Source: an optimization exercise on an open RTL-to-GDS flow (aim: small area). Production flows keep margins and buffers that such runs may drop.
RTL that was checked went through simulation tests only; none was proved equivalent to the original.
No driver is modelled on the clock port, so clock power and skew are understated where the tree is cut down; a real chip needs a root buffer or a tree.

== the baseline ==
==> module debounce, before the edit <==
module debounce(
    input  logic clk,
    input  logic nReset,
    input  logic raw,
    output logic debounced
);
    logic [3:0] counter;
    logic       last_raw;
    always_ff @(posedge clk) begin
        if (raw != last_raw)
            counter <= '0;
        else if (counter != 4'd15)
            counter <= counter + 1'b1;
    end
    always_ff @(posedge clk, negedge nReset) begin
        if (!nReset) begin
            last_raw  <= 1'b0;
            debounced <= 1'b0;
        end else begin
            last_raw <= raw;
            if (raw == last_raw && counter == 4'd15)
                debounced <= raw;
        end
    end
endmodule
==> flow/config.mk <==
export PLATFORM = sky130hd
export DESIGN_NAME = fft_butterfly
export DESIGN_NICKNAME = fft_butterfly
export VERILOG_FILES = /design/flow/design.v
export SDC_FILE = /design/flow/constraint.sdc
export NUM_CORES = 4
export LEC_CHECK = 0
export CAP_MARGIN = 20
export CORE_MARGIN = 2
export CORE_UTILIZATION = 40
export SLEW_MARGIN = 20
==> flow/constraint.sdc <==
create_clock -name core_clock -period 10.0 [get_ports {Clock}]
set_input_delay 2.0000 -clock core_clock [delete_from_list [all_inputs] [get_ports {Clock}]]
set_output_delay 2.0000 -clock core_clock [all_outputs]
set_load 0.01 [all_outputs]
standard.sh (not shown) runs the stock make flow with config.mk's settings and CLKGATE_MAP_FILE= SYNTH_SCRIPT=/design/flow/synth_recipe.tcl, a recipe that flattens the netlist after the stock synthesis.
==> flow/flow/run.sh <==
#!/bin/bash
# Layout flow: the standard flow, with
#  - the smallest buffer on the ports;
#  - clock tree synthesis without dummy loads.
# Each tool's output is logged by ORFS under orfs/logs; make's output goes to
# flow.log here.
set -euo pipefail
W=$PWD
F=$W/flow
sed "s#^source \$::env(SCRIPTS_DIR)/synth_preamble.tcl\$#&\nlset abc_args 1 $F/abc_area.script#" \
    "$FLOW_HOME/scripts/synth.tcl" > synth_core.tcl
sed "s#^source \$::env(SCRIPTS_DIR)/synth.tcl\$#source $W/synth_core.tcl#" \
    synth_recipe.tcl > synth_area.tcl
grep -q "lset abc_args 1" synth_core.tcl
grep -q "synth_core.tcl" synth_area.tcl
CTS="-sink_clustering_enable -repair_clock_nets -dont_use_dummy_load"
[ -f "$F/cts_args" ] && CTS=$(cat "$F/cts_args")
bash standard.sh "SYNTH_SCRIPT=$W/synth_area.tcl" \
    "BUFFER_PORTS_ARGS=-buffer_cell sky130_fd_sc_hd__buf_1" \
    "CTS_ARGS=$CTS" finish > flow.log 2>&1
==> flow/flow/abc_area.script <==
&get -n
&st
&syn2
&dch -f
&nf -a -R 1000
&st
&syn2
&dch -f
&nf -a -R 1000
&put
==> flow/flow/cts_args <==
-repair_clock_nets -dont_use_dummy_load -buf_list sky130_fd_sc_hd__clkbuf_4 -root_buf sky130_fd_sc_hd__clkbuf_4 -sink_clustering_enable -sink_clustering_size 64 -sink_clustering_max_diameter 1000
The inputs of the candidate differ from those of the baseline as listed below.
--- a/flow/design.v
+++ b/flow/design.v
@@ -54,11 +54,11 @@
     logic [3:0] counter;
     logic       last_raw;
     always_ff @(posedge clk) begin
         if (raw != last_raw)
             counter <= '0;
-        else if (counter != 4'd15)
+        else
             counter <= counter + 1'b1;
     end
     always_ff @(posedge clk, negedge nReset) begin
         if (!nReset) begin
             last_raw  <= 1'b0;
## What came out
Taking the candidate over the baseline, the length of routed met3 wiring ratio works out to 1.2. The setup slack of the candidate is larger than that of the baseline. The candidate did not stop at any stage, and its layout met the timing, design-rule and antenna checks. Relative to the baseline, fraction of met2 tracks used by global routing decreased by 5.0 points in the candidate. The candidate against the baseline: number of multi-input logic gates has increased, sequential share of layout area went down by 0.96 points, final standard cell count with taps included and fillers excluded now sits higher, post-synth net total went up by about 6%.
The RTL of the candidate was laid out without a check of its function.

* * *

Another version of the RTL of fft_butterfly (not shown whole).
Size in the first run: ~140 cells after synthesis, about 31 flip-flops, about 19 I/O pins.
==> module controller, before the edit <==
module controller(
    output logic       load_W,       
    output logic       load_Ra,      
    output logic       step, first, last,   
    output logic [2:0] k,            
    output logic       show,         
    output logic [1:0] sel,          
    input  logic       Clock,
    input  logic       nReset,
    input  logic       ReadyIn       
);
    logic [4:0] state, next;
    assign next[0] = (!state[0] & !state[1] & !ReadyIn) | (!state[0] & state[1] & !state[3] & ReadyIn) | (!state[0] & !state[3] & state[4]) | (!state[0] & state[1] & state[4]) | (!state[1] & state[3] & !ReadyIn) | (!state[1] & state[2] & state[3]) | (!state[0] & state[2] & state[3] & ReadyIn);
    assign next[1] = (state[0] & !state[1] & !state[3]) | (!state[0] & state[1]) | (state[0] & !state[1] & state[2]) | (state[0] & !state[1] & ReadyIn);
    assign next[2] = (state[0] & state[1] & !state[2]) | (!state[1] & state[2]) | (!state[0] & state[2]) | (!state[0] & state[1] & state[3] & !state[4] & !ReadyIn);
    assign next[3] = (state[0] & state[1] & state[2] & !state[3]) | (!state[0] & state[3]) | (!state[2] & state[3]) | (!state[1] & state[3]);
    assign next[4] = (!state[3] & state[4]) | (!state[1] & state[4]) | (!state[2] & state[4]) | (state[0] & state[1] & state[3] & !state[4]);
    always_ff @(posedge Clock, negedge nReset) begin
        if (!nReset)
            state <= 5'd8;    
        else
            state <= next;
    end
    assign load_W  = (!state[2] & state[3] & !state[4]);
    assign load_Ra = (state[3] & !state[4]) | (!state[0] & !state[2] & state[3]);
    assign step    = (!state[3] & state[4]);
    assign first   = (!state[0] & !state[1] & !state[2]);
    assign last    = (state[0] & state[1] & state[2]);
    assign k       = state[2:0];
    assign show    = (!state[3] & !state[4]);
    assign sel[0]  = (state[1]);
    assign sel[1]  = (state[2]);
endmodule
==> flow/config.mk <==
export PLATFORM = sky130hd
export DESIGN_NAME = fft_butterfly
export DESIGN_NICKNAME = fft_butterfly
export VERILOG_FILES = /design/flow/design.v
export SDC_FILE = /design/flow/constraint.sdc
export NUM_CORES = 4
export LEC_CHECK = 0
export CAP_MARGIN = 20
export CORE_MARGIN = 2
export CORE_UTILIZATION = 40
export SLEW_MARGIN = 20
==> flow/constraint.sdc <==
create_clock -name core_clock -period 10.0 [get_ports {Clock}]
set_input_delay 2.0000 -clock core_clock [delete_from_list [all_inputs] [get_ports {Clock}]]
set_output_delay 2.0000 -clock core_clock [all_outputs]
set_load 0.01 [all_outputs]
==> flow/flow/run.sh <==
#!/bin/bash
# Layout flow: the standard flow, with
#  - the smallest buffer on the ports;
#  - a one-level clock tree (flow/clock_tree.tcl) in place of ORFS's CTS,
#    with as few buffers as keep the estimated worst clock-pin slew under
#    flow/slew_target (ns).
# ORFS logs each step under orfs/logs; make's output goes to flow_*.log and
# the clock tree step's to clock_tree.log, here.
set -euo pipefail
W=$PWD
F=$W/flow
sed "s#^source \$::env(SCRIPTS_DIR)/synth_preamble.tcl\$#&\nlset abc_args 1 $F/abc_area.script#" \
    "$FLOW_HOME/scripts/synth.tcl" > synth_core.tcl
sed "s#^source \$::env(SCRIPTS_DIR)/synth.tcl\$#source $W/synth_core.tcl#" \
    synth_recipe.tcl > synth_area.tcl
grep -q "lset abc_args 1" synth_core.tcl
grep -q "synth_core.tcl" synth_area.tcl
VARS=("SYNTH_SCRIPT=$W/synth_area.tcl" "BUFFER_PORTS_ARGS=-buffer_cell sky130_fd_sc_hd__buf_1")
bash standard.sh "${VARS[@]}" place > flow_place.log 2>&1
export RESULTS=$W/orfs/results/sky130hd/fft_butterfly/base
export SLEW_TARGET=$(cat "$F/slew_target")
openroad -no_init -exit "$F/clock_tree.tcl" > clock_tree.log 2>&1
bash standard.sh "${VARS[@]}" finish > flow_finish.log 2>&1
Other scripts of this flow, unchanged in this note and not shown: flow/flow/abc_area.script, flow/flow/clock_tree.tcl, flow/flow/slew_target
Edit:
--- a/flow/design.v
+++ b/flow/design.v
@@ -81,21 +81,21 @@
     input  logic       nReset,
     input  logic       ReadyIn       
 );
     logic [4:0] state, next;
-    assign next[0] = (!state[0] & !state[1] & !ReadyIn) | (!state[0] & state[1] & !state[3] & ReadyIn) | (!state[0] & !state[3] & state[4]) | (!state[0] & state[1] & state[4]) | (!state[1] & state[3] & !ReadyIn) | (!state[1] & state[2] & state[3]) | (!state[0] & state[2] & state[3] & ReadyIn);
-    assign next[1] = (state[0] & !state[1] & !state[3]) | (!state[0] & state[1]) | (state[0] & !state[1] & state[2]) | (state[0] & !state[1] & ReadyIn);
+    assign next[0] = (!state[0] & !state[1] & !ReadyIn) | (!state[0] & state[1] & !state[3] & ReadyIn) | (!state[1] & state[2] & state[3]) | (!state[0] & state[1] & state[4]) | (!state[0] & !state[3] & state[4]) | (!state[1] & state[3] & !ReadyIn) | (!state[0] & state[2] & state[3] & ReadyIn);
+    assign next[1] = (state[0] & !state[1] & !state[3]) | (!state[0] & state[1]) | (state[0] & !state[1] & ReadyIn) | (state[0] & !state[1] & state[2]);
     assign next[2] = (state[0] & state[1] & !state[2]) | (!state[1] & state[2]) | (!state[0] & state[2]) | (!state[0] & state[1] & state[3] & !state[4] & !ReadyIn);
-    assign next[3] = (state[0] & state[1] & state[2] & !state[3]) | (!state[0] & state[3]) | (!state[2] & state[3]) | (!state[1] & state[3]);
-    assign next[4] = (!state[3] & state[4]) | (!state[1] & state[4]) | (!state[2] & state[4]) | (state[0] & state[1] & state[3] & !state[4]);
+    assign next[3] = (state[0] & state[1] & state[2] & !state[3]) | (!state[1] & state[3]) | (!state[2] & state[3]) | (!state[0] & state[3]);
+    assign next[4] = (!state[3] & state[4]) | (!state[2] & state[4]) | (state[0] & state[2] & state[3] & !state[4]);
     always_ff @(posedge Clock, negedge nReset) begin
         if (!nReset)
             state <= 5'd8;    
         else
             state <= next;
     end
     assign load_W  = (!state[2] & state[3] & !state[4]);
-    assign load_Ra = (state[3] & !state[4]) | (!state[0] & !state[2] & state[3]);
+    assign load_Ra = (state[1] & state[3] & !state[4]) | (!state[0] & !state[2] & state[3]);
     assign step    = (!state[3] & state[4]);
     assign first   = (!state[0] & !state[1] & !state[2]);
     assign last    = (state[0] & state[1] & state[2]);
     assign k       = state[2:0];
Result: Worst setup slack got worse by 12 ps; wire length rises by 7.4%; synthesized cell count rises by 3.5%; via count rises by 4.7%; register-to-register slack barely changes; cell area barely changes; utilization falls by 0.13 points; sequential cell count stays the same.
No run of this note takes its clock network from TritonCTS; it comes from the design's own scripts or RTL.

re-timing with driven ports:
No port has a modelled driver above. Below, the same layouts with a new extraction and two added sets of constraints. Step 1, drivers: a clkbuf_16 drives Clock and a buf_2 each remaining input, both assumed. Step 2, shift: input delay + t, output delay - t, t = (earliest + latest rising clock arrival at the registers) / 2. This alone moves slack from input paths to output paths. a / b / c = ideal ports / drivers / drivers and shift; a / b = the first two.
run	t, ns	slack for setup (ns)	worst data-port slew with drivers (ns)
the baseline	0.338	1.806 / 1.782 / 2.120	0.03
the candidate	0.344	2.544 / 2.521 / 2.864	0.03
the first run of note 2	0.198	2.540 / 2.505 / 2.703	0.03
the second run of note 2	0.203	2.528 / 2.491 / 2.693	0.03
After both steps every run listed still meets setup and hold.
